Background: an optimization exercise with open tools, aiming at small area and a short achievable clock period. Do not read the settings as production practice. Function was checked by simulation only, so behaviour that the tests miss may differ from the original.

## JK
Design fft_complex_compute, start of the top module:
module fft_complex_compute #(
  parameter DATA_WIDTH = 32
) (
  input  logic clk,
  input  logic [DATA_WIDTH-1:0] x_N,
  input  logic [DATA_WIDTH-1:0] x_M,
  input  logic [DATA_WIDTH-1:0] w_N,
  output logic [DATA_WIDTH-1:0] y_N,
  output logic [DATA_WIDTH-1:0] y_M
);
  logic [15:0] ar, ai, wr, wi;
  logic [15:0] ar2, ai2;
  logic [15:0] ynr, yni, ymr, ymi;
  logic [7:0] br_neg, br_one, br_two;
  logic [7:0] bi_neg, bi_one, bi_two;
  logic pp1;
  logic pp2;
  logic pp3;
  logic pp4;
  logic pp5;
  logic pp6;
  logic pp7;
  logic pp8;
  logic pp9;
  logic pp10;
  logic pp11;
  logic pp12;
  logic pp13;
  logic pp14;
  logic pp15;
  logic pp16;
  logic pp17;
  logic pp18;
  logic pp19;
  logic pp20;
  logic pp21;
  logic pp22;
  logic pp23;
  logic pp24;
  logic pp25;
  logic pp26;
  logic pp27;
  logic pp28;
  logic pp29;
  logic pp30;
  logic pp31;
  logic pp32;
  logic pp33;
  logic pp34;
  logic pp35;
  logic pp36;
  logic pp37;
  logic pp38;
  logic pp39;
  logic pp40;
  logic pp41;
  logic pp42;
  logic pp43;
  logic pp44;
  logic pp45;
  logic pp46;
  ...
clock: 8.0 ns
lec_check: 0
abc_area: 1
cap_margin: 20
core_margin: 2
core_utilization: 40
setup_slack_margin: 4.5
slew_margin: 20
synth_hierarchical: 1
synth_minimum_keep_size: 0
run.sh (not shown) runs the stock make flow with config.mk's settings and CLKGATE_MAP_FILE= SYNTH_SCRIPT=/design/flow/synth_recipe.tcl, a recipe that flattens the netlist after the stock synthesis.
#### Input delta (MS over JK)
- swapping 4.5 for 4.7 in SETUP_SLACK_MARGIN
Findings:
- Reported for JK and MS, DRC violation count after routing turned out identical to the last digit.
- Delta (MS minus JK): cell count saw an increase, final non-filler cell area saw an increase, non-clock buffer count saw an increase, number of flip-flops and latches in the synthesized netlist saw little to no change.
- MS vs JK, critical path launch point: bi_two[2] vs bi_one[2]
- Changes observed in MS relative to JK: worst-case setup margin in the final layout increased by 120 ps relative to the old numbers, global-route wire length before repair increased by about 2.4% relative to the old numbers, area added between synthesis and finish increased by 7.2 points relative to the old numbers.

run A:
Another version of the RTL of fft_complex_compute (not shown whole).
For scale: about 3000 cells after synthesis, roughly 340 flip-flops, about 160 I/O pins, roughly 31000 um2 of cells after synthesis.
==> flow/config.mk <==
export PLATFORM = sky130hd
export DESIGN_NAME = fft_complex_compute
export DESIGN_NICKNAME = fft_complex_compute
export VERILOG_FILES = /design/flow/design.v
export SDC_FILE = /design/flow/constraint.sdc
export NUM_CORES = 4
export LEC_CHECK = 0
export ABC_AREA = 1
export CAP_MARGIN = 20
export CORE_MARGIN = 2
export CORE_UTILIZATION = 40
export SETUP_SLACK_MARGIN = 4.5
export SLEW_MARGIN = 20
export SYNTH_HIERARCHICAL = 1
export SYNTH_MINIMUM_KEEP_SIZE = 0
==> flow/constraint.sdc <==
create_clock -name core_clock -period 8.0 [get_ports {clk}]
set_input_delay 1.6000 -clock core_clock [delete_from_list [all_inputs] [get_ports {clk}]]
set_output_delay 1.6000 -clock core_clock [all_outputs]
set_load 0.01 [all_outputs]
Run A completed; timing, DRC and antenna clean
What run B does differently from run A at the input level:
diff --git a/flow/config.mk b/flow/config.mk
--- a/flow/config.mk
+++ b/flow/config.mk
@@ -11,2 +11,4 @@
 export CORE_UTILIZATION = 40
+export CTS_CLUSTER_DIAMETER = 150
+export CTS_CLUSTER_SIZE = 30
 export SETUP_SLACK_MARGIN = 4.5
### Flow results
Taking run A as the reference point, the number of search-and-repair iterations in the first detailed-routing pass of run B rises by 1.
Quantity of I/O buffers inserted on ports: run A vs run B identical
Run B vs run A, final standard cell area without fillers went down by about 3%.
Comparing the two runs side by side, run B comes out ahead of run A on total wire length.
Run B against run A: number of enable flip-flop cells after synthesis about even.
--- input diff run B..run C ---
==> flow/flow/run.sh (new file) <==
#!/bin/bash
# The standard layout (the standard.sh: ORFS synthesis through finish,
# unchanged), except that the port buffers that global placement inserts on
# every input and output are the platform's smallest buffer (buf_1) rather
# than the one buffer_ports picks by default.  Timing repair still resizes
# them where a path needs it.  The tools' output goes to standard.log.
set -euo pipefail
export BUFFER_PORTS_ARGS="-buffer_cell sky130_fd_sc_hd__buf_1"
bash standard.sh > standard.log 2>&1
==> flow/standard.sh (new file) <==
#!/bin/bash
# synth_recipe.tcl (not shown) runs the flow's synth.tcl, then flattens the netlist and writes it again
# the make line also repeats each setting of config.mk as NAME=value (left out here)
make -C /OpenROAD-flow-scripts/flow DESIGN_CONFIG=/design/flow/config.mk WORK_HOME=/design/flow/orfs CLKGATE_MAP_FILE= SYNTH_SCRIPT=/design/flow/synth_recipe.tcl "${@:-finish}"
diff --git a/flow/config.mk b/flow/config.mk
--- a/flow/config.mk
+++ b/flow/config.mk
@@ -11,5 +11,5 @@
 export CORE_UTILIZATION = 40
-export CTS_CLUSTER_DIAMETER = 150
-export CTS_CLUSTER_SIZE = 30
-export SETUP_SLACK_MARGIN = 4.5
+export CTS_CLUSTER_DIAMETER = 120
+export CTS_CLUSTER_SIZE = 20
+export SETUP_SLACK_MARGIN = 4.6
 export SLEW_MARGIN = 20
removed: flow/run.sh
==> results.txt <==
Final critical path time including I/O delays and setup: run C > run B. Summary of run C over run B: global-route wire length before repair essentially unchanged, non-clock buffer count went up, routed length per instance up 0.36%, via count of the first global-routing pass up 376. Run C: share of the final layout cell area in multi-input gates higher than run B. Compared with run B, in run C detailed-routed wire length on met3 now larger; critical path depth now smaller; total wire length now larger.
For run D, these inputs were changed with respect to run C:
diff --git a/flow/config.mk b/flow/config.mk
--- a/flow/config.mk
+++ b/flow/config.mk
@@ -11,5 +11,3 @@
 export CORE_UTILIZATION = 40
-export CTS_CLUSTER_DIAMETER = 120
-export CTS_CLUSTER_SIZE = 20
-export SETUP_SLACK_MARGIN = 4.6
+export SETUP_SLACK_MARGIN = 4.5
 export SLEW_MARGIN = 20
## What came out
Compared with run C, run D shows a setup slack of the most critical reg-to-reg path that is 0.09 ns higher. Run D ended up with more standard cells than run C. Utilization of run D is on par with run C. [compare] base=run C new=run D: clock network area share now larger, final period utilization has decreased, multi-input combinational area share went down by 0.58 points, fraction of area in registers was more or less identical. For global-route usage, run C and run D come out practically identical.

indigo:
fft_complex_compute again, from the RTL that the note above started with.
clock: 8.0 ns
lec_check: 0
abc_area: 1
cap_margin: 20
core_margin: 2
core_utilization: 40
cts_cluster_diameter: 120
cts_cluster_size: 20
gpl_routability_driven: 0
setup_slack_margin: 4.5
slew_margin: 20
synth_hierarchical: 1
synth_minimum_keep_size: 0
standard.sh (not shown) runs the stock make flow with config.mk's settings and CLKGATE_MAP_FILE= SYNTH_SCRIPT=/design/flow/synth_recipe.tcl, a recipe that flattens the netlist after the stock synthesis.
==> flow/flow/run.sh <==
#!/bin/bash
# The standard layout (the standard.sh: ORFS synthesis through finish,
# unchanged), except that the port buffers that global placement inserts on
# every input and output are the platform's smallest buffer (buf_1) rather
# than the one buffer_ports picks by default.  Timing repair still resizes
# them where a path needs it.  The tools' output goes to standard.log.
set -euo pipefail
export BUFFER_PORTS_ARGS="-buffer_cell sky130_fd_sc_hd__buf_1"
bash standard.sh > standard.log 2>&1
indigo went all the way through the flow, and no timing, DRC or antenna check failed.
Input changes introduced in willow (baseline for comparison: indigo):
- GPL_ROUTABILITY_DRIVEN no longer set, was 0
- PLACE_DENSITY now 0.75, previously not set
### Flow results
- Compare indigo and willow | total number of cells along the worst setup path lower: willow
- Top layer used by detailed routing = met4: indigo; top layer used by detailed routing = met5: willow
- Max worst setup slack across indigo and willow: indigo
- Per the comparison of willow with indigo, wire length saw an increase.
For sierra, these inputs were changed with respect to willow:
- PLACE_DENSITY removed (was 0.75)
- TNS_END_PERCENT newly set to 25
Findings:
sierra finished end to end and its layout was clean on timing, DRC and antenna. Xor/xnor cell area share of the yosys netlist: willow vs sierra identical. For sierra, the launching element of the worst setup path was bi_two[1], unlike willow, where it was br_neg[7]. Per the comparison of sierra with willow, number of global-route vias before repair saw a decrease; non-clock buffer count now sits lower. Re filler cell count in the final layout: sierra and willow aren't equal, and the higher value belongs to sierra.
#### Input delta (cedar over sierra)
- clearing TNS_END_PERCENT, which used to be 25
### Flow results
Compared with sierra, in cedar flip-flop and latch area roughly the same, detail-routed via count per cell now sits lower.
Final period utilization ends up higher on sierra.
Setup changes, cedar to juniper
- a change of CORE_UTILIZATION from 40 to 55
==> comparison <==
Taking cedar as the reference, in juniper critical path depth -1, detailed-route wire length on metal 1 went up about 2%, number of vias after detailed routing went up 723, worst setup slack now sits lower.
Relative to cedar, the total wire length after detailed routing of juniper is higher by about 4.4%.
Compared juniper against cedar; clock transition time at the flip-flop clock pins of the worst setup and hold paths within noise.
Global-route track usage on met2 on juniper is up relative to cedar.
juniper vs cedar, die outline width went down by about 15%.
Design area (juniper vs. cedar) decreases slightly

fft_complex_compute with an RTL version that a note above also has.
For scale: roughly 3300 cells after synthesis, roughly 340 flip-flops, roughly 160 I/O pins.
Settings: LEC_CHECK=0, ABC_AREA=1, CAP_MARGIN=20, CORE_MARGIN=2, CORE_UTILIZATION=40, CTS_BUF_LIST=sky130_fd_sc_hd__clkbuf_8, SETUP_SLACK_MARGIN=4.5, SLEW_MARGIN=20, SYNTH_HIERARCHICAL=1, SYNTH_MINIMUM_KEEP_SIZE=0; clock period 8.0 ns.
run.sh (not shown) runs the stock make flow with config.mk's settings and CLKGATE_MAP_FILE= SYNTH_SCRIPT=/design/flow/synth_recipe.tcl, a recipe that flattens the netlist after the stock synthesis.
Stock flow here: none of the scripts above is used.
The baseline passed the timing, DRC and antenna checks.
Change:
- CTS_BUF_LIST: sky130_fd_sc_hd__clkbuf_8 -> default
- SETUP_SLACK_MARGIN: 4.5 -> 4.0
Outcome: The changed run ran to the end with no violations. Cell count came out lower by 2.1%. Non-clock buffer count shrinks by 43. Via count falls by 2.4%.
Change:
- CORE_UTILIZATION: 40 -> 60
- PLACE_DENSITY: default -> 0.7
- SETUP_SLACK_MARGIN: 4.0 -> 4.5
What happened: Sequential cell count stays the same; routed wire length barely changes; cell count came out lower by 7.8%.

== oak ==
fft_complex_compute with an RTL version that a note above also has.
Size in the first run: roughly 3000 cells after synthesis, ~160 I/O pins, ~31000 um2 of cells after synthesis.
export LEC_CHECK = 0
export ABC_AREA = 1
export CAP_MARGIN = 20
export CORE_MARGIN = 2
export CORE_UTILIZATION = 40
export CTS_CLUSTER_DIAMETER = 120
export CTS_CLUSTER_SIZE = 20
export SETUP_SLACK_MARGIN = 4.4
export SLEW_MARGIN = 20
export SYNTH_HIERARCHICAL = 1
export SYNTH_MINIMUM_KEEP_SIZE = 0
create_clock -name core_clock -period 8.0 [get_ports {clk}]
standard.sh (not shown) runs the stock make flow with config.mk's settings and CLKGATE_MAP_FILE= SYNTH_SCRIPT=/design/flow/synth_recipe.tcl, a recipe that flattens the netlist after the stock synthesis.
Scripts as last shown in full above: flow/flow/run.sh
Having completed the whole flow, oak delivered a layout that passed the timing, DRC and antenna checks.
[inputs] pine vs oak
--- a/flow/config.mk
+++ b/flow/config.mk
@@ -14 +14 @@
-export SETUP_SLACK_MARGIN = 4.4
+export SETUP_SLACK_MARGIN = 4.5
@@ -17,0 +18 @@
+export TNS_END_PERCENT = 5
--- outcome ---
- Both conditions hold for pine: the flow ran to the end and the final layout passed the timing, DRC and antenna checks.
- oak ended with every stage complete and zero timing, DRC or antenna violations.
- Number of buffer and inverter instances along the worst setup path came out lower on pine than on oak.
- Diff oak -> pine: worst setup slack fell 54 ps.

==> static timing again, ports no longer ideal <==
In the flow no input, the clock included, has a driving cell. The finished layouts below were timed again as built, in two steps.
Step 1 sets driving cells, clkbuf_16 on the clock port and buf_2 on the other inputs (assumed; they add their load-dependent delay and slew).
Step 2 moves the port delays by t, midway between the first and last clock arrival at a register: inputs arrive t later, outputs are due t later. That takes back most of the time a late clock gives input paths.
Slacks: ideal ports / drivers / drivers and shift; pairs: ideal ports / drivers.
run	t (ns)	slack for setup (ns)	hold WS [ns]	worst setup path after step 2	worst slew at a driven data input, ns
JK	0.647	4.499 / 4.499 / 4.499	0.320 / 0.320 / 0.320	register to register	0.08
MS	0.643	4.615 / 4.615 / 4.615	0.321 / 0.321 / 0.321	register to register	0.08
run A	0.663	4.522 / 4.522 / 4.522	0.322 / 0.322 / 0.322	register to register	0.05
run B	0.634	4.493 / 4.493 / 4.493	0.337 / 0.337 / 0.337	register to register	0.05
run C	0.667	4.425 / 4.425 / 4.425	0.330 / 0.330 / 0.330	register to register	0.07
run D	0.649	4.519 / 4.519 / 4.519	0.320 / 0.320 / 0.320	register to register	0.07
indigo	0.673	4.540 / 4.540 / 4.540	0.329 / 0.329 / 0.329	register to register	0.07
willow	0.663	4.433 / 4.433 / 4.433	0.330 / 0.330 / 0.330	register to register	0.06
sierra	0.661	4.498 / 4.498 / 4.498	0.329 / 0.329 / 0.329	register to register	0.07
cedar	0.673	4.540 / 4.540 / 4.540	0.329 / 0.329 / 0.329	register to register	0.07
juniper	0.633	4.503 / 4.503 / 4.503	0.329 / 0.329 / 0.329	register to register	0.04
the first run of note 4	0.747	4.478 / 4.478 / 4.478	0.311 / 0.311 / 0.311	register to register	0.08
the second run of note 4	0.643	4.066 / 4.066 / 4.066	0.319 / 0.319 / 0.319	register to register	0.08
the third run of note 4	0.637	4.467 / 4.467 / 4.467	0.325 / 0.325 / 0.325	register to register	0.07
oak	0.665	4.442 / 4.442 / 4.442	0.329 / 0.329 / 0.329	register to register	0.07
pine	0.667	4.388 / 4.388 / 4.388	0.329 / 0.329 / 0.329	register to register	0.07
After both steps every run listed still meets setup and hold.
